What follows belongs to an exercise in optimizing a design on an open flow for small area; a production flow would make more cautious choices. Function was checked by simulation only, so behaviour that the tests miss may differ from the original. Power is estimated from default activity; no workload was simulated.

**flow/flow/run.sh**
```bash
#!/bin/bash
# Own layout flow: the standard flow, with three changes that only make
# the layout smaller:
#  - synthesis is the standard synthesis script, but ABC maps the logic
#    with an area-oriented script (flow/area.abc) instead of the speed script
#    (the clock period is 100 ns, far above any path); registers are untouched;
#  - the port buffers are sky130_fd_sc_hd__buf_1 cells;
#  - clock tree synthesis uses small clock buffers and no dummy loads.
# Each tool's output goes to a log file of its own in the work folder.
set -euo pipefail
W=$PWD
cat > "$W/area_synth.tcl" <<EOT
proc abc {args} {
  set i [lsearch -exact \$args -script]
  if {\$i >= 0} { lset args [expr {\$i + 1}] $W/flow/area.abc }
  yosys abc {*}\$args
}
source $W/synth_recipe.tcl
EOT
sed "s#SYNTH_SCRIPT=[^ ]*#SYNTH_SCRIPT=$W/area_synth.tcl#" standard.sh > "$W/area_standard.sh"
export BUFFER_PORTS_ARGS="-buffer_cell sky130_fd_sc_hd__buf_1"
export CTS_ARGS="-sink_clustering_enable -repair_clock_nets -dont_use_dummy_load -buf_list sky130_fd_sc_hd__clkbuf_2 -root_buf sky130_fd_sc_hd__clkbuf_4"
bash "$W/area_standard.sh" synth > "$W/synth.log" 2>&1
bash "$W/area_standard.sh" floorplan place > "$W/floorplan_place.log" 2>&1
bash "$W/area_standard.sh" cts > "$W/cts.log" 2>&1
bash "$W/area_standard.sh" > "$W/route_finish.log" 2>&1
```
**flow/flow/area.abc**
```
strash
fraig
rewrite
refactor
balance
rewrite -z
refactor -z
rewrite -z
balance
&get -n
&st
&dch -f
&nf -R 1000 -E 100 -p -C 32 -F 8
&put
```
**flow/standard.sh**
```bash
#!/bin/bash
# synth_recipe.tcl (not shown) runs the flow's synth.tcl, then flattens the netlist and writes it again
# the make line also repeats each setting of config.mk as NAME=value (left out here)
make -C /OpenROAD-flow-scripts/flow DESIGN_CONFIG=/design/flow/config.mk WORK_HOME=/design/flow/orfs CLKGATE_MAP_FILE= SYNTH_SCRIPT=/design/flow/synth_recipe.tcl "${@:-finish}"
```
**flow/config.mk**
```make
export PLATFORM = sky130hd
export DESIGN_NAME = TetrisField
export DESIGN_NICKNAME = TetrisField
export VERILOG_FILES = /design/flow/design.v
export SDC_FILE = /design/flow/constraint.sdc
export NUM_CORES = 4
export LEC_CHECK = 0
export CAP_MARGIN = 20
export CORE_MARGIN = 2
export CORE_UTILIZATION = 25
export PLACE_DENSITY = 0.4
export SLEW_MARGIN = 20
```
**flow/constraint.sdc**
```tcl
create_clock -name core_clock -period 100.0 [get_ports {clk}]
set_input_delay 20.0000 -clock core_clock [delete_from_list [all_inputs] [get_ports {clk}]]
set_output_delay 20.0000 -clock core_clock [all_outputs]
set_load 0.01 [all_outputs]
```
**flow/design.v**
```verilog
`timescale 1ns / 1ps
`timescale 1ns / 1ps
module ScoreDisplay(clk, rst, a, b, c, dh, seg, an);
	input clk, rst;
	input [5:0] a;
	input [3:0] b, c;
	input [2:0] dh;
	output [7:0] seg;
	output reg [3:0] an;
	reg [5:0] n;
	reg [3:0] dig;
	wire [3:0] ones = {dh, 1'b0};
	wire dz = (dh == 3'd0);
	wire lowz = dz & (c == 4'd0);
	wire [3:0] hund = dz ? b : (b == 4'd0) ? 4'd8 : b - 4'd1;
	wire [3:0] thou = lowz ? a[3:0] : (a == 6'd0) ? 4'd7 : a[3:0] - 4'd1;
	wire [3:0] thouc = (thou == 4'd14) ? 4'd15 : thou;
	reg [3:0] nd;
	always @* begin
		case (n[5:4])
			2'd0: nd = ones;
			2'd1: nd = c;
			2'd2: nd = hund;
			default: nd = thouc;
		endcase
	end
	always @ (posedge clk) begin
		if (rst) begin
			n <= 6'd8;
			dig <= 4'd14;
		end
		else begin
			n <= n + 6'd1;
			if (n[3:0] == 4'd15)
				dig <= nd;
		end
	end
	always @* begin
		if (dig == 4'd14)
			an = 4'b1111;
		else
			case (n[5:4])
				2'd1: an = 4'b1110;
				2'd2: an = 4'b1101;
				2'd3: an = 4'b1011;
				default: an = 4'b0111;
			endcase
	end
	assign seg = binaryToSeg(dig);
	function [7:0] binaryToSeg;
		input [3:0] digit;
		begin
			binaryToSeg =
				(digit == 4'h0) ? 8'b11000000 :
				(digit == 4'h1) ? 8'b11111001 :
				(digit == 4'h2) ? 8'b10100100 :
				(digit == 4'h3) ? 8'b10110000 :
				(digit == 4'h4) ? 8'b10011001 :
				(digit == 4'h5) ? 8'b10010010 :
				(digit == 4'h6) ? 8'b10000010 :
				(digit == 4'h7) ? 8'b11111000 :
				(digit == 4'h8) ? 8'b10000000 :
				(digit == 4'h9) ? 8'b10010000 : 8'b11111111;
		end
	endfunction
endmodule
`timescale 1ns / 1ps
module board(clk, rst, setSignal, setSpace, setRow, setCol, reset,
             outBoard, numFull, clr);
  input clk, rst;
  input setSignal, reset;
  input [4:0] setRow;
  input [3:0] setCol;
  input [15:0] setSpace;
  output reg [199:0] outBoard;
  output [2:0] numFull;    
  output clr;              
  reg rb2, rb1;            
  reg sb2, sb1;            
  assign clr = rb2 & ~rb1;
  wire apply = sb2 & ~sb1;
  always @(posedge clk) begin
    if (rst) begin
      rb2 <= 1'b0; rb1 <= 1'b0; sb2 <= 1'b0; sb1 <= 1'b0;
    end
    else begin
      sb2 <= setSignal;
      sb1 <= sb2;
      if (clr) begin
        rb2 <= 1'b0; rb1 <= 1'b0;
      end
      else begin
        rb2 <= reset; rb1 <= rb2;
      end
    end
  end
  wire [19:0] full;
  reg [5:1] t [0:20];
  reg [2:0] a [0:19];      
  reg [19:0] g3, g0;
  wire keep = ~rst & ~clr;
  integer r, k, c, e, i, j, m;
  genvar g;
  generate
    for (g = 0; g < 20; g = g + 1) begin : rows
      assign full[g] = &outBoard[g*10 +: 10];
    end
  endgenerate
  function tt(input integer jj, input integer kk);
    begin
      if (kk == 0) tt = 1'b1;
      else if (kk > 5) tt = 1'b0;
      else tt = t[jj > 20 ? 20 : jj][kk];
    end
  endfunction
  always @* begin
    t[0] = 5'b0;
    for (m = 0; m < 20; m = m + 1)
      t[m+1] = t[m] | ({5{full[m]}} & {t[m][4:1], 1'b1});
    for (r = 0; r < 20; r = r + 1) begin
      g3[r] = keep & (r + 3 < 20) & tt(r+3, 3);
      g0[r] = keep & ~tt(r+3, 3);
    end
    for (m = 0; m < 20; m = m + 1)
      for (k = 0; k < 3; k = k + 1)
        a[m][k] = (m + k < 20) & ((tt(m+k, k) & ~tt(m+k+1, k+1)) |
                                  (tt(m+k, k+3) & ~tt(m+k+1, k+4)));
  end
  assign numFull = {t[20][4], t[20][2] & ~t[20][4], (t[20][1] & ~t[20][2]) | (t[20][3] & ~t[20][4]) | t[20][5]};
  reg [33:0] p;
  always @* begin
    p = 34'b0;
    for (i = 0; i < 4; i = i + 1)
      for (j = 0; j < 4; j = j + 1)
        p[10*i+j] = setSpace[4*i+j];
  end
  wire [48:0] q0 = {15'b0, p} << setCol;
  wire [58:0] q = setRow[0] ? {q0, 10'b0} : {10'b0, q0};
  wire put = ~rst & apply;
  wire [15:0] hsel = {15'b0, put} << setRow[4:1];
  reg [199:0] x, nb;
  reg [9:0] row;
  always @* begin
    for (m = 0; m < 20; m = m + 1) begin
      row = 10'b0;
      for (k = 0; k < 3; k = k + 1)
        if (m + k < 20)
          row = row | ({10{a[m][k]}} & outBoard[(m+k)*10 +: 10]);
      x[m*10 +: 10] = row;
    end
    for (r = 0; r < 20; r = r + 1) begin
      row = {10{g0[r]}} & x[r*10 +: 10];
      if (r + 3 < 20)
        row = row | ({10{g3[r]}} & x[(r+3)*10 +: 10]);
      for (e = -1; e < 6; e = e + 1)
        if (((r + 2 - e) % 2 == 0) && (r + 2 - e) / 2 >= 0 && (r + 2 - e) / 2 < 16)
          for (c = 0; c < 10; c = c + 1)
            if (10*e + c + 2 >= 0 && 10*e + c + 2 < 59)
              row[c] = row[c] | (hsel[(r + 2 - e) / 2] & q[10*e + c + 2]);
      nb[r*10 +: 10] = row;
    end
  end
  always @(posedge clk)
    outBoard <= nb;
endmodule
module score(clk, rst, clr, numFull, a, b, c, dh);
  input clk, rst, clr;
  input [2:0] numFull;
  output reg [5:0] a;
  output reg [3:0] b, c;
  output reg [2:0] dh;
  reg [5:0] a1, a2;
  reg [4:0] b1, c1;
  reg [3:0] b2, c2;
  reg [2:0] d2;
  reg cc, cb, wrap, bd, bc, bb;
  always @* begin
    c1 = {1'b0, c} + ((numFull == 3'd1) ? 5'd4 : 5'd0);
    cc = c1 >= 5'd10;
    c2 = cc ? c1 - 5'd10 : c1;
    b1 = {1'b0, b} + ((numFull == 3'd2) ? 5'd1 : (numFull == 3'd3) ? 5'd3 :
                      (numFull == 3'd4) ? 5'd2 : 5'd0) + {4'b0, cc};
    cb = b1 >= 5'd10;
    b2 = cb ? b1 - 5'd10 : b1;
    a2 = a + {5'b0, numFull == 3'd4} + {5'b0, cb};
    wrap = (a2 > 6'd32) | ((a2 == 6'd32) & ((b2 > 4'd7) | ((b2 == 4'd7) &
           ((c2 > 4'd6) | ((c2 == 4'd6) & (dh == 3'd4))))));
    d2 = dh;
    if (wrap) begin
      bd = dh != 3'd4;
      d2 = bd ? dh + 3'd1 : 3'd0;
      c1 = {1'b0, c2} - 5'd6 - {4'b0, bd};
      bc = c1[4];
      c2 = bc ? c1 + 5'd10 : c1;
      b1 = {1'b0, b2} - 5'd7 - {4'b0, bc};
      bb = b1[4];
      b2 = bb ? b1 + 5'd10 : b1;
      a2 = a2 - 6'd32 - {5'b0, bb};
    end
  end
  always @(posedge clk) begin
    if (rst | clr) begin
      a <= 6'd0; b <= 4'd0; c <= 4'd0; dh <= 3'd0;
    end
    else begin
      a <= a2; b <= b2; c <= c2; dh <= d2;
    end
  end
endmodule
`timescale 1ns / 1ps
module vgacontroller(clk, rst, board, vsync, hsync, r, g, b,
                     falling_space, falling_row, falling_col);
	input clk, rst;
	input [199:0] board;
	input [15:0] falling_space;
	input [4:0] falling_row;
	input [3:0] falling_col;
	output reg vsync;
	output hsync;
	output [2:0] r, g;
	output [1:0] b;
	reg [5:0] hq;
	reg [4:0] hr;
	reg [4:0] vu;
	reg [4:0] vr;
	reg cr1, cg2, cb1;
	wire hr0 = (hr == 5'd0);
	wire hzero = (hq == 6'd5) & hr0;                   
	wire hend = (hq == 6'd45) & hr0;                   
	wire vend = (vu == 5'd27) & (vr == 5'd5);           
	always @(posedge clk) begin
		if (rst) begin
			hq <= 6'd5; hr <= 5'd0; vu <= 5'd21; vr <= 5'd0;
		end
		else begin
			if (hend) begin
				hq <= 6'd5; hr <= 5'd0;
				if (vend) begin
					vu <= 5'd21; vr <= 5'd0;
				end
				else if (vr == 5'd19) begin
					vu <= vu - 5'd1; vr <= 5'd0;
				end
				else
					vr <= vr + 5'd1;
			end
			else if (hr == 5'd19) begin
				hq <= hq + 6'd1; hr <= 5'd0;
			end
			else
				hr <= hr + 5'd1;
		end
	end
	assign hsync = ~(((hq == 6'd37) & (hr >= 5'd17)) | ((hq >= 6'd38) & (hq <= 6'd41)) |
	                 ((hq == 6'd42) & (hr <= 5'd12)));
	always @(posedge clk) begin
		if (rst)
			vsync <= 1'b1;
		else
			vsync <= ~((vu == 5'd29) & ((vr == 5'd10) | (vr == 5'd11)));
	end
	wire blank = hzero | (hq >= 6'd38) | ((hq == 6'd37) & ~hr0) |
	             (vu == 5'd29) | (vu == 5'd28) | (vu == 5'd27);
	wire inv = (vu <= 5'd19) | ((vu == 5'd31) & (vr == 5'd0));
	wire inh = ((hq >= 6'd16) & (hq <= 6'd25)) | ((hq == 6'd26) & hr0);
	wire [3:0] col = hq[3:0];                           
	wire col10 = (col == 4'd10);
	reg [19:0] vhot;
	reg [10:0] w;
	reg bbit;
	integer i, c;
	always @* begin
		for (i = 0; i < 20; i = i + 1)
			vhot[i] = (vu == i);
		for (c = 0; c < 10; c = c + 1) begin
			w[c] = 1'b0;
			for (i = 0; i < 20; i = i + 1)
				w[c] = w[c] | (vhot[i] & board[i*10 + c]);
		end
		w[10] = (vu == 5'd31) & board[0];
		for (i = 0; i < 19; i = i + 1)
			w[10] = w[10] | (vhot[i] & board[(i+1)*10]);
		bbit = 1'b0;
		for (c = 0; c < 11; c = c + 1)
			bbit = bbit | ((col == c) & w[c]);
	end
	wire [6:0] dr = {2'b0, vu} + 7'd2 - {2'b0, falling_row};
	wire [6:0] dc = {3'b0, col} + 7'd2 - {3'b0, falling_col};
	wire fbit = (dr < 7'd4) & (dc < 7'd4) & falling_space[{dr[1:0], dc[1:0]}];
	always @(posedge clk) begin
		if (rst | blank) begin
			cr1 <= 1'b0; cg2 <= 1'b0; cb1 <= 1'b0;
		end
		else if (~(inv & inh)) begin
			cr1 <= 1'b0; cg2 <= 1'b1; cb1 <= 1'b1;
		end
		else if (bbit) begin
			cr1 <= 1'b0; cg2 <= 1'b1; cb1 <= 1'b0;
		end
		else if (fbit) begin
			cr1 <= 1'b0; cg2 <= 1'b0; cb1 <= 1'b1;
		end
		else begin
			cr1 <= 1'b1; cg2 <= 1'b1; cb1 <= 1'b1;
		end
	end
	wire cx = cg2 ^ cb1;
	assign r = {cg2 & cb1, cr1, cg2 & ~cb1};
	assign g = {cg2, cr1 | cx, 1'b0};
	assign b = {cb1, ~cr1 & cx};
endmodule
`timescale 1ns / 1ps
module TetrisField( 
                   clk, rst,
                   setSignal, setSpace, setRow, setCol, gameReset,
                   falling_space, falling_row, falling_col,
                   board,
                   vgaRed, vgaGreen, vgaBlue, Hsync, Vsync,
                   seg, an);
    input clk, rst;
    input setSignal;
    input [15:0] setSpace;
    input [4:0] setRow;
    input [3:0] setCol;
    input gameReset;
    input [15:0] falling_space;
    input [4:0] falling_row;
    input [3:0] falling_col;
    output [199:0] board;
    output [2:0] vgaRed, vgaGreen;
    output [1:0] vgaBlue;
    output Hsync, Vsync;
    output [7:0] seg;
    output [3:0] an;
    wire [2:0] numFull;
    wire clr;
    wire [5:0] sa;
    wire [3:0] sb, sc;
    wire [2:0] sd;
    vgacontroller vga(.clk(clk), .rst(rst), .board(board),
                      .vsync(Vsync), .hsync(Hsync), .r(vgaRed), .g(vgaGreen), .b(vgaBlue),
                      .falling_space(falling_space), .falling_row(falling_row),
                      .falling_col(falling_col));
    board mainboard(.clk(clk), .rst(rst), .setSignal(setSignal), .setSpace(setSpace),
                    .setRow(setRow), .setCol(setCol), .reset(gameReset),
                    .outBoard(board), .numFull(numFull), .clr(clr));
    score mainscore(.clk(clk), .rst(rst), .clr(clr), .numFull(numFull),
                    .a(sa), .b(sb), .c(sc), .dh(sd));
    ScoreDisplay maindisplay(.clk(clk), .rst(rst), .a(sa), .b(sb), .c(sc), .dh(sd),
                             .seg(seg), .an(an));
endmodule
```
==> results.json, run 1 <==
{
  "dpl.cell_count": 3716,
  "crit_path_start": "vga.hq[1]",
  "cp_max_fo": 8,
  "cts_tree": "built",
  "synthTopCellsByArea": "dfxtp_1 (27%), a222oi_1 (14%), o221ai_1 (7.8%)",
  "cts.repair.resized": 0,
  "synthArstFlopShare_pct": 0,
  "period_minus_slack_ns": 22.64,
  "syn2layout_area_growth_pct": 18.9,
  "drt_iter0_markers": 5884,
  "yosys.area.top_type": "dfxtp_1",
  "r2r_setup_slack_ns": 87.65,
  "ys_warn_count": 6,
  "cpPeakStageDelay_ns": 0.53,
  "max_cap_viol_count": 0,
  "clk_pin_slew_ns": 0.05,
  "cp-end-kind": "output pin",
  "regArea_um2": 5120,
  "power_density_nw_per_um2": 9.50,
  "fmax_mhz": 44.2,
  "critical_path_class": "reg2out",
  "required_ns": 80.00,
  "slowest_stage": "dfxtp_1",
  "clock_latency_ns": 0.87,
  "finalHoldViolations": 0,
  "synth_nets": 2490,
  "dp_hpwl_mm": 103,
  "ios": 276,
  "num_rows": 101,
  "crit_family": "flip-flops",
  "relSlewSlack_pct": 13.8,
  "synth_area_um2": 19000,
  "power_w": 0.000214,
  "ys_seq_elements": 256,
  "fin_worst_skew_ns": 0.0854,
  "fp.coreArea_um2": 75600,
  "min_from": "maindisplay.n[0]",
  "wirelength_mm": 140,
  "hold_slack_ns": 0.474,
  "finalSetupViolCount": 0,
  "yosysMostFrequentCell": "a222oi_1",
  "drc_errors": 0,
  "die_x_um": 280,
  "synth.distinct_cells": 61,
  "path_buf_inv": 2,
  "drive_gt1_share_pct": 8.00,
  "worst_slew_pin_slew_ns": 1.29,
  "ir_drop_v": 0.00000565,
  "ant_nets": 0,
  "post-cts-setup-buffers": 0,
  "cts_max_level": 3,
  "fp.dieArea_um2": 78100,
  "grt_pass1_wl_mm": 193,
  "p_clk_share_pct": 34.6,
  "gp_congestion": 0.995,
  "gr-total-overflow": 0,
  "synth_commonest_cells": "a222oi_1 (263), nor2_1 (258), dfxtp_1 (256), nand2_1 (208), a21oi_1 (204)",
  "combPwrFrac_pct": 15.9,
  "post_drt_wl_per_cell_um": 36.9,
  "portBuffers": 273,
  "power_switching_w": 0.0000796,
  "grt.total_usage_pct": 34.3,
  "pwr-share-seq_pct": 49.4,
  "finalCritPeriodShare_pct": 22.6,
  "cts_buffer_depth": 3,
  "sw_frac_of_total_pct": 37.1,
  "cts_buffers": 85,
  "multi_input_area_um2": 13700,
  "rsz0062_at_grt": "false",
  "dieHeight_um": 280,
  "ys_seq_area_share_pct": 27.0,
  "reg2reg_from": "mainboard.outBoard[19]",
  "p_leak_nw": 7.04,
  "grt_max_degree": 92,
  "setup-tns-final_ns": 0,
  "cts_root_buffer": "clkbuf_4",
  "vias_per_cell": 7.06,
  "synth_ff_type": "dfxtp_1",
  "status": "finished clean",
  "synth_edf_count": 0,
  "synth.avg_cell_area_um2": 8.01,
  "start_util_pct": 25.1,
  "fillers": 8305,
  "antenna_found_initial": 4,
  "grt_pass1_vias": 25500,
  "vias": 26900,
  "hold_path.class": "reg2reg",
  "syn_inst": 2370,
  "internal_power_w": 0.000135,
  "holdBufCountCts": 0,
  "synth_top_area_share_pct": 27.0,
  "drtPass1Iterations": 11,
  "nets": 2948,
  "worstSetupStartpointType": "flip-flop",
  "final_util_pct": 29.9,
  "cts_sinks": 256,
  "stdcell_count": 3807,
  "cp_cell_sequence": "clkinv_1 > ha_1 > nor2_1 > o21ai_0 > a21oi_1 > o31ai_1 > nand3_1 > buf_1",
  "cp_data_arrival_time_ns": 2.64,
  "finalMaxSlewViolations": 0
}
flip-flops by register name, indices dropped and copies added, names as in the netlist, 3 cells and up:
name	flops
mainscore.dh	3
maindisplay.dig	4
vga.hr	5
mainboard.outBoard	200
mainscore.a	6
vga.hq	6
mainscore.b	4
vga.vu	5
vga.vr	5
mainscore.c	4
maindisplay.n	6
power by group through the flow:
stage	logic (W)	registers (W)	clock network [W]
after floorplan	0.0000135	0.000107	0
after global placement	0.0000318	0.000108	0
after detailed placement	0.0000320	0.000108	0
after CTS	0.0000321	0.000106	0.0000748
after global routing	0.0000349	0.000106	0.0000789
final	0.0000342	0.000106	0.0000742
cell type report:
| class | count | area share [%] |
|---|---|---|
| inverters | 69 | 1.15 |
| clock buffers | 85 | 1.99 |
| diodes | 3 | 0.0333 |
| flip-flops and latches | 256 | 22.7 |
| multi-input cells | 2040 | 60.7 |
| repair buffers | 376 | 8.02 |
| well taps | 978 | 5.42 |
path summary, 6_finish.rpt:
check	end	cells past startpoint
max reg2reg	mainscore.a[3]	40
min reg2reg	maindisplay.n[0]	1
min	maindisplay.n[0]	1
max	Hsync	8
metrics by stage:
step / instance area, um2 / setup slack (ns)
final: 22600 / 77.36
after detailed placement: 22100 / 76.90
after floorplan: 19000 / 77.13
after global placement: 22000 / 76.68
after CTS: 22500 / 77.35
after global routing: 22600 / 77.15
cells in the final DEF (no fill, tap or decap), types with 7 or more instances in the layout:
cell type,instances
xor2_1,23
nor2b_1,20
and2_0,11
o22ai_1,111
nor2_1,254
or2_0,7
clkinv_1,69
fa_1,7
o21ai_0,174
clkbuf_4,9
nand2_1,208
nand3_1,45
a222oi_1,263
a31oi_1,16
nand4_1,65
or4_1,7
nand2b_1,38
mux2i_1,30
o211ai_1,9
nor4_1,12
a22oi_1,66
ha_1,59
a21o_1,21
buf_4,102
a21oi_1,199
nor3_1,34
buf_1,269
clkbuf_2,80
and3_1,9
dfxtp_1,256
xnor2_1,16
or3_1,19
o221ai_1,169
o22a_1,15
a221oi_1,17
a211oi_1,11
per-layer routing:
metal	GRT usage, %	share of wire [%]	up-vias	routed length [um]
met5	0	0.0085	-	12
met3	12.7	14	615	19900
met2	49.3	40	2329	56900
met1	42.6	38	12900	52800
li1	-	-	11100	-
met4	22.7	7.7	2	10800
kinds of logic (layout without fill, tap and decap cells):
kind of cell             Yosys count  in the layout  synth area share, %
AO/OA/AOI/OAI                   1125           1125                 43.5
XOR/XNOR                          39             39                 1.80
adder cells (fa/ha/maj)           66             66                 4.63
buffers and inverters             74            530                 1.56
flip-flops                       256            256                 27.0
multiplexers                      46             46                 2.79
other                              2              5               0.0396
AND/OR/NAND/NOR                  762            762                 18.6
==> run 2, diff against run 1 <==
--- a/flow/design.v
+++ b/flow/design.v
@@ -67,5 +67,5 @@
 `timescale 1ns / 1ps
 module board(clk, rst, setSignal, setSpace, setRow, setCol, reset,
-             outBoard, numFull, clr);
+             outBoard, inc, clr);
   input clk, rst;
   input setSignal, reset;
@@ -74,5 +74,5 @@
   input [15:0] setSpace;
   output reg [199:0] outBoard;
-  output [2:0] numFull;    
+  output [4:1] inc;        
   output clr;              
   reg rb2, rb1;            
@@ -127,5 +127,5 @@
                                   (tt(m+k, k+3) & ~tt(m+k+1, k+4)));
   end
-  assign numFull = {t[20][4], t[20][2] & ~t[20][4], (t[20][1] & ~t[20][2]) | (t[20][3] & ~t[20][4]) | t[20][5]};
+  assign inc = {t[20][4] & ~t[20][5], t[20][3] & ~t[20][4], t[20][2] & ~t[20][3], t[20][1] & ~t[20][2]};
   reg [33:0] p;
   always @* begin
@@ -164,38 +164,32 @@
     outBoard <= nb;
 endmodule
-module score(clk, rst, clr, numFull, a, b, c, dh);
-  input clk, rst, clr;
-  input [2:0] numFull;
+module score(clk, rst, clr, i1, i2, i3, i4, a, b, c, dh);
+  input clk, rst, clr, i1, i2, i3, i4;
   output reg [5:0] a;
   output reg [3:0] b, c;
   output reg [2:0] dh;
-  reg [5:0] a1, a2;
-  reg [4:0] b1, c1;
-  reg [3:0] b2, c2;
-  reg [2:0] d2;
+  reg [3:0] c2, b2, c3, b3;
+  reg [5:0] a2, a3;
+  reg [4:0] b1;
+  reg [2:0] d3;
   reg cc, cb, wrap, bd, bc, bb;
+  reg [4:0] t;
   always @* begin
-    c1 = {1'b0, c} + ((numFull == 3'd1) ? 5'd4 : 5'd0);
-    cc = c1 >= 5'd10;
-    c2 = cc ? c1 - 5'd10 : c1;
-    b1 = {1'b0, b} + ((numFull == 3'd2) ? 5'd1 : (numFull == 3'd3) ? 5'd3 :
-                      (numFull == 3'd4) ? 5'd2 : 5'd0) + {4'b0, cc};
+    cc = i1 & (c >= 4'd6);
+    c2 = i1 ? (cc ? c - 4'd6 : c + 4'd4) : c;
+    b1 = {1'b0, b} + {3'b0, i3 | i4, i3 | i2 | cc};
     cb = b1 >= 5'd10;
-    b2 = cb ? b1 - 5'd10 : b1;
-    a2 = a + {5'b0, numFull == 3'd4} + {5'b0, cb};
-    wrap = (a2 > 6'd32) | ((a2 == 6'd32) & ((b2 > 4'd7) | ((b2 == 4'd7) &
-           ((c2 > 4'd6) | ((c2 == 4'd6) & (dh == 3'd4))))));
-    d2 = dh;
-    if (wrap) begin
-      bd = dh != 3'd4;
-      d2 = bd ? dh + 3'd1 : 3'd0;
-      c1 = {1'b0, c2} - 5'd6 - {4'b0, bd};
-      bc = c1[4];
-      c2 = bc ? c1 + 5'd10 : c1;
-      b1 = {1'b0, b2} - 5'd7 - {4'b0, bc};
-      bb = b1[4];
-      b2 = bb ? b1 + 5'd10 : b1;
-      a2 = a2 - 6'd32 - {5'b0, bb};
-    end
+    b2 = cb ? b1 - 5'd10 : b1[3:0];
+    a2 = a + {5'b0, i4} + {5'b0, cb};
+    wrap = a2[5] & ((a2[0] | a2[1]) | (b2 > 4'd7) | ((b2 == 4'd7) & ((c2 > 4'd6) | ((c2 == 4'd6) & dh[2]))));
+    bd = ~dh[2];
+    d3 = wrap ? (bd ? dh + 3'd1 : 3'd0) : dh;
+    t = {1'b0, c2} - 5'd6 - {4'b0, bd};
+    bc = t[4];
+    c3 = wrap ? (bc ? t[3:0] + 4'd10 : t[3:0]) : c2;
+    t = {1'b0, b2} - 5'd7 - {4'b0, bc};
+    bb = t[4];
+    b3 = wrap ? (bb ? t[3:0] + 4'd10 : t[3:0]) : b2;
+    a3 = wrap ? {5'b0, a2[0] & ~bb} : a2;
   end
   always @(posedge clk) begin
@@ -204,5 +198,5 @@
     end
     else begin
-      a <= a2; b <= b2; c <= c2; dh <= d2;
+      a <= a3; b <= b3; c <= c3; dh <= d3;
     end
   end
@@ -333,5 +327,5 @@
     output [7:0] seg;
     output [3:0] an;
-    wire [2:0] numFull;
+    wire [4:1] inc;
     wire clr;
     wire [5:0] sa;
@@ -344,6 +338,7 @@
     board mainboard(.clk(clk), .rst(rst), .setSignal(setSignal), .setSpace(setSpace),
                     .setRow(setRow), .setCol(setCol), .reset(gameReset),
-                    .outBoard(board), .numFull(numFull), .clr(clr));
-    score mainscore(.clk(clk), .rst(rst), .clr(clr), .numFull(numFull),
+                    .outBoard(board), .inc(inc), .clr(clr));
+    score mainscore(.clk(clk), .rst(rst), .clr(clr),
+                    .i1(inc[1]), .i2(inc[2]), .i3(inc[3]), .i4(inc[4]),
                     .a(sa), .b(sb), .c(sc), .dh(sd));
     ScoreDisplay maindisplay(.clk(clk), .rst(rst), .a(sa), .b(sb), .c(sc), .dh(sd),
==> run 2 against run 1 <==
Effect of this change: combinational power is essentially flat; setup slack got worse by 0.17 ns; die area fell by 1.1%; critical path depth decreased by 1; non-clock buffer count fell by 22; power shrank 0.37%; register-to-register slack gained 1.1 ns; global-route usage up 0.21 points; utilization shrank 0.070 points; largest power group unchanged.
==> results.json, run 2 <==
{
  "status": "finished clean",
  "cts_max_level": 3,
  "cts_buffers": 82,
  "cts.repair.resized": 0,
  "synthTopCellsByArea": "dfxtp_1 (27%), a222oi_1 (16%), o221ai_1 (8.1%)",
  "fin_worst_skew_ns": 0.0919,
  "wirelength_mm": 140,
  "synth.distinct_cells": 60,
  "drive_gt1_share_pct": 7.33,
  "top_register": "mainboard.outBoard",
  "finalSetupViolCount": 0,
  "cp_max_fo": 8,
  "largest_reg_flops": 200,
  "num_rows": 100,
  "yosys.area.top_type": "dfxtp_1",
  "die_x_um": 278,
  "ant_nets": 0,
  "multi_input_area_um2": 13500,
  "drc_errors": 0,
  "antenna_found_initial": 11,
  "ir_drop_v": 0.00000441,
  "power_w": 0.000214,
  "final_cell_mix": "a222oi_1 (303), buf_1 (269), dfxtp_1 (256), nand2_1 (238), nor2_1 (205)",
  "internal_power_w": 0.000134,
  "cts_root_buffer": "clkbuf_4",
  "power_switching_w": 0.0000798,
  "ys_warn_count": 6,
  "cts_sinks": 256,
  "dpl.cell_count": 3613,
  "power_density_nw_per_um2": 9.63,
  "relSlewSlack_pct": 12.0,
  "cts_tree": "built",
  "synth_nets": 2411,
  "rsz0062_at_grt": "false",
  "fmax_mhz": 43.8,
  "dp_hpwl_mm": 103,
  "drt_iter0_markers": 6709,
  "cts_buffer_depth": 3,
  "sw_frac_of_total_pct": 37.3,
  "start_util_pct": 25.2,
  "syn_inst": 2298,
  "max_cap_viol_count": 0,
  "synth_edf_count": 0,
  "required_ns": 80.00,
  "fp.dieArea_um2": 77300,
  "post-cts-setup-buffers": 0,
  "portBuffers": 273,
  "p_leak_nw": 6.80,
  "clock_latency_ns": 0.86,
  "yosysMostFrequentCell": "a222oi_1",
  "synth_area_um2": 18800,
  "gr-total-overflow": 0,
  "synth_ff_type": "dfxtp_1",
  "worst_slew_pin_slew_ns": 1.32,
  "hold_path.class": "reg2reg",
  "ys_seq_elements": 256,
  "fillers": 8178,
  "grt.total_usage_pct": 34.5,
  "grt_pass1_wl_mm": 192,
  "fp.coreArea_um2": 74400,
  "regArea_um2": 5120,
  "nets": 2844,
  "synthArstFlopShare_pct": 0,
  "syn2layout_area_growth_pct": 18.2,
  "post_drt_wl_per_cell_um": 37.9,
  "cp_data_arrival_time_ns": 2.81,
  "cp-end-kind": "output pin",
  "synth_top_area_share_pct": 27.3,
  "drtPass1Iterations": 14,
  "ys_seq_area_share_pct": 27.3,
  "pwr-share-seq_pct": 49.7,
  "clk_pin_slew_ns": 0.11,
  "holdBufCountCts": 0,
  "finalMaxSlewViolations": 0,
  "grt_max_degree": 91,
  "synth.avg_cell_area_um2": 8.17,
  "critical_path_class": "reg2out",
  "p_clk_share_pct": 34.2,
  "combPwrFrac_pct": 16.1,
  "vias_per_cell": 7.15,
  "vias": 26500,
  "final_common_cell": "a222oi_1",
  "period_minus_slack_ns": 22.81,
  "finalCritPeriodShare_pct": 22.8,
  "grt_pass1_vias": 25000,
  "dieHeight_um": 278,
  "worstSetupStartpointType": "flip-flop",
  "synth_commonest_cells": "a222oi_1 (303), dfxtp_1 (256), nand2_1 (239), nor2_1 (210), o221ai_1 (174)",
  "ios": 276,
  "finalHoldViolations": 0,
  "setup-tns-final_ns": 0,
  "gp_congestion": 1.02,
  "stdcell_count": 3701
}
[run 2: critical path, cell delays in order (launching register included)]
cell,delay [ns]
dfxtp_1,0.54
clkinv_1,0.22
ha_1,0.32
and2_0,0.26
a32oi_1,0.24
o31ai_1,0.10
nand3b_1,0.11
buf_1,0.17
[run 2: final cells by class]
cell class / count / area share [%]
timing repair buffer: 354 / 7.38
inverter: 65 / 1.10
clock buffer: 82 / 1.95
tap: 969 / 5.47
multi-input combinational: 1972 / 61.0
antenna: 3 / 0.0339
sequential: 256 / 23.1
[run 2: kinds of logic (layout without fill, tap and decap cells)]
| kind of cell | count (synthesis) | after routing | synth area share (%) |
|---|---|---|---|
| adder cells (fa/ha/maj) | 59 | 59 | 4.09 |
| flip-flops | 256 | 256 | 27.3 |
| buffers and inverters | 70 | 501 | 1.50 |
| AND/OR/NAND/NOR | 749 | 749 | 18.6 |
| other | 2 | 5 | 0.0400 |
| multiplexers | 41 | 41 | 2.59 |
| AO/OA/AOI/OAI | 1083 | 1083 | 44.1 |
| XOR/XNOR | 38 | 38 | 1.77 |
[run 2: layer usage]
| metal | vias up | global-route usage (%) | routed length (um) |
|---|---|---|---|
| li1 | 10800 | - | - |
| met1 | 12800 | 43.4 | 53900 |
| met2 | 2290 | 48.8 | 56200 |
| met3 | 518 | 13.4 | 19900 |
| met4 | 4 | 22.0 | 10300 |
| met5 | - | 0 | 58 |
[run 2: final timing paths]
check	from	endpoint	slack (ns)	cells past startpoint
worst max-delay path	vga.hq[1]	Hsync	77.19	7
worst min-delay path	maindisplay.n[0]	maindisplay.n[0]	0.47	1
worst max register to register	mainboard.outBoard[2]	mainscore.b[2]	88.74	42
worst min register to register	maindisplay.n[0]	maindisplay.n[0]	0.47	1
[run 2: power groups by stage]
stage	Combinational (W)	Clock [W]	Sequential, W
final	0.0000343	0.0000731	0.000106
after floorplan	0.0000136	0	0.000107
after detailed placement	0.0000323	0	0.000108
after CTS	0.0000324	0.0000734	0.000106
after global routing	0.0000348	0.0000771	0.000106
after global placement	0.0000321	0	0.000108
[run 2: through the flow]
stage | setup WS, ns | area [um2] | hold WS, ns | utilization, %
final | 77.19 | 22200 | 0.471 | 29.8
after CTS | 77.16 | 22100 | 0.475 | 29.7
after detailed placement | 77.00 | 21700 | 0.455 | 29.2
after floorplan | 76.94 | 18800 | 0.430 | -
after global routing | 77.07 | 22200 | 0.496 | 29.8
after global placement | 76.78 | 21700 | 0.441 | 29.1
==> run 3, diff against run 2 <==
--- a/flow/design.v
+++ b/flow/design.v
@@ -135,6 +135,6 @@
         p[10*i+j] = setSpace[4*i+j];
   end
-  wire [48:0] q0 = {15'b0, p} << setCol;
-  wire [58:0] q = setRow[0] ? {q0, 10'b0} : {10'b0, q0};
+  wire [58:0] p1 = setRow[0] ? {15'b0, p, 10'b0} : {25'b0, p};
+  wire [58:0] q = p1 << setCol;
   wire put = ~rst & apply;
   wire [15:0] hsel = {15'b0, put} << setRow[4:1];
==> run 3 against run 2 <==
Effect of this change: still clean on timing, DRC and antenna; die area decreased by 0.66%; clock power decreased by 0.7%; hold slack improved by 0.011 ns; critical path depth decreased by 2; setup slack got worse by 0.098 ns; sequential share of layout area increased by 0.12 points; register-to-register slack got worse by 0.21 ns; clock-buffer cell count decreased by 1; sequential power about the same; largest cell class unchanged.
==> results.json, run 3 <==
{
  "cts_tree": "built",
  "muxShareOfSynthArea_pct": 2.61,
  "syn2layout_area_growth_pct": 18.3,
  "cts.repair.resized": 0,
  "ant_nets": 0,
  "portBuffers": 273,
  "synth_top_family_by_area": "compound AO/OA/AOI/OAI gates",
  "gp_congestion": 0.956,
  "synth_edf_count": 0,
  "dieHeight_um": 277,
  "yosysMostFrequentCell": "a222oi_1",
  "ir_drop_v": 0.00000496,
  "grt.total_usage_pct": 31.4,
  "nets": 2790,
  "synth_area_um2": 18600,
  "synth_top_area_share_pct": 27.5,
  "worst_slew_pin_slew_ns": 1.28,
  "setup-tns-final_ns": 0,
  "drc_errors": 0,
  "top_register": "mainboard.outBoard",
  "finalSetupViolCount": 0,
  "max_cap_viol_count": 0,
  "ys_seq_area_share_pct": 27.5,
  "final_common_cell": "a222oi_1",
  "syn_inst": 2238,
  "critical_path_class": "reg2out",
  "die_x_um": 277,
  "synth_xor_area_share_pct": 1.83,
  "power_density_nw_per_um2": 9.47,
  "synthTopCellsByArea": "dfxtp_1 (27%), a222oi_1 (18%), o221ai_1 (7.9%)",
  "grt_max_degree": 94,
  "drtPass1Iterations": 11,
  "synth_compound_area_share_pct": 44.3,
  "synthAdderAreaFrac_pct": 4.12,
  "largest_reg_flops": 200,
  "cts_buffer_depth": 3,
  "synth.distinct_cells": 61,
  "stdcell_count": 3650,
  "grt_pass1_vias": 24200,
  "post_drt_wl_per_cell_um": 34.9,
  "grt_pass1_wl_mm": 178,
  "relSlewSlack_pct": 14.6,
  "vias_per_cell": 7.04,
  "fp.dieArea_um2": 76800,
  "status": "finished clean",
  "worstSetupStartpointType": "flip-flop",
  "num_rows": 100,
  "rsz0062_at_grt": "false",
  "yosys.area.top_type": "dfxtp_1",
  "finalHoldViolations": 0,
  "clk_pin_slew_ns": 0.09,
  "dpl.cell_count": 3562,
  "antenna_found_initial": 2,
  "synth_ff_type": "dfxtp_1",
  "final_cell_mix": "a222oi_1 (337), buf_1 (269), dfxtp_1 (256), nand2_1 (221), nor2_1 (190)",
  "cp_data_arrival_time_ns": 2.91,
  "ys_seq_elements": 256,
  "fmax_mhz": 43.6,
  "cp-end-kind": "output pin",
  "cts_max_level": 3,
  "gr-total-overflow": 0,
  "period_minus_slack_ns": 22.91,
  "synth_nets": 2351,
  "p_leak_nw": 6.74,
  "synth-simple-area-share_pct": 18.1,
  "synth.avg_cell_area_um2": 8.33,
  "ys_warn_count": 6,
  "cts_sinks": 256,
  "fillers": 8213,
  "finalMaxSlewViolations": 0,
  "cp_max_fo": 12,
  "finalCritPeriodShare_pct": 22.9,
  "hold_path.class": "reg2reg",
  "vias": 25700,
  "fin_worst_skew_ns": 0.141,
  "holdBufCountCts": 0,
  "synthArstFlopShare_pct": 0,
  "fp.coreArea_um2": 74100,
  "drt_iter0_markers": 6108,
  "synth_commonest_cells": "a222oi_1 (337), dfxtp_1 (256), nand2_1 (222), nor2_1 (195), o221ai_1 (169)",
  "cts_root_buffer": "clkbuf_4",
  "post-cts-setup-buffers": 0,
  "setup_slack_ns": 77.09,
  "cts_buffers": 81,
  "drive_gt1_share_pct": 7.78,
  "ios": 276,
  "wirelength_mm": 127,
  "dp_hpwl_mm": 97.1,
  "clock_latency_ns": 0.89,
  "start_util_pct": 25.2,
  "required_ns": 80.00,
  "pre_cts_ws_ns": 76.97
}
-- run 3: metrics by stage --
| stage | total power (W) | hold WS (ns) | utilization, % | area [um2] |
|---|---|---|---|---|
| 2_1_floorplan | 0.000120 | 0.430 | - | 18600 |
| 3_3_place_gp | 0.000137 | 0.440 | 29.1 | 21600 |
| 3_5_place_dp | 0.000137 | 0.466 | 29.2 | 21600 |
| 4_1_cts | 0.000208 | 0.483 | 29.7 | 22000 |
| 5_1_grt | 0.000215 | 0.529 | 29.8 | 22100 |
| 6_report | 0.000209 | 0.482 | 29.8 | 22100 |
-- run 3: final cells by class --
| cell class | instances | area, um2 | area share (%) |
|---|---|---|---|
| repair buffers | 361 | 1690 | 7.66 |
| inverters | 65 | 244 | 1.11 |
| clock buffers | 81 | 428 | 1.94 |
| diodes | 6 | 15.0 | 0.0681 |
| well taps | 969 | 1210 | 5.50 |
| multi-input cells | 1912 | 13300 | 60.5 |
| flip-flops and latches | 256 | 5120 | 23.2 |
-- run 3: cells by family after synthesis --
group / Yosys count
adder cells (fa/ha/maj): 59
flip-flops: 256
XOR/XNOR: 39
other: 2
AO/OA/AOI/OAI: 1061
buffers and inverters: 70
AND/OR/NAND/NOR: 717
multiplexers: 34
-- run 3: critical path, stage by stage (launching register included) --
cell and delay (ns):
dfxtp_1 0.59, nor2b_1 0.59, nand2_1 0.25, o31ai_1 0.35, nand3_1 0.18, buf_1 0.17
-- run 3: metal layers --
metal  vias up  GRT usage (%)  routed length [um]
li1      10700              -                   -
met3       385           6.65               13900
met5         -              0                   0
met4         0           15.5                6920
met2      2051           48.6               55600
met1     12600           41.3               51000
-- run 3: worst paths after layout --
check                                            from  depth (start not counted)  slack [ns]          endpoint
worst max-delay path                        vga.hq[3]                          5       77.09             Hsync
worst min-delay path                 maindisplay.n[0]                          1        0.48  maindisplay.n[0]
worst max register to register  mainboard.outBoard[9]                         37       88.53    mainscore.a[3]
worst min register to register       maindisplay.n[0]                          1        0.48  maindisplay.n[0]
-- run 3: report_power, final --
part	internal (W)	leakage (nW)	total [W]	switching, W
registers	0.000103	2.07	0.000106	0.00000274
logic	0.00000748	4.33	0.0000304	0.0000230
clock network	0.0000229	0.341	0.0000726	0.0000497

## afterwards: timing with drivers on the ports
How much do the figures lean on ideal ports? The routed layouts below were timed once more, with nothing changed but the port constraints.
Step 1 assumes that a clkbuf_16 drives the clock port and a buf_2 every other input.
Step 2 times the ports against the registers' clock, not the clock port: input delays grow and output delays shrink by t, the midpoint of the rising clock arrivals with the driver on.
a / b / c = ideal ports / drivers / drivers and shift; a / b = the first two.
| run | shift t [ns] | setup WS [ns] | worst hold slack (ns) | worst data-port slew with drivers (ns) |
|---|---|---|---|---|
| run 1 | 0.885 | 77.356 / 77.295 / 76.727 | 0.474 / 0.474 / 0.474 | 0.04 |
| run 2 | 0.876 | 77.187 / 77.122 / 76.906 | 0.471 / 0.471 / 0.471 | 0.08 |
| run 3 | 0.881 | 77.089 / 77.029 / 76.854 | 0.482 / 0.482 / 0.482 | 0.04 |
After both steps every run listed still meets setup and hold. For run 1, which loses most, drivers alone change the setup slack by -0.061 ns; drivers and shift together by -0.629 ns.
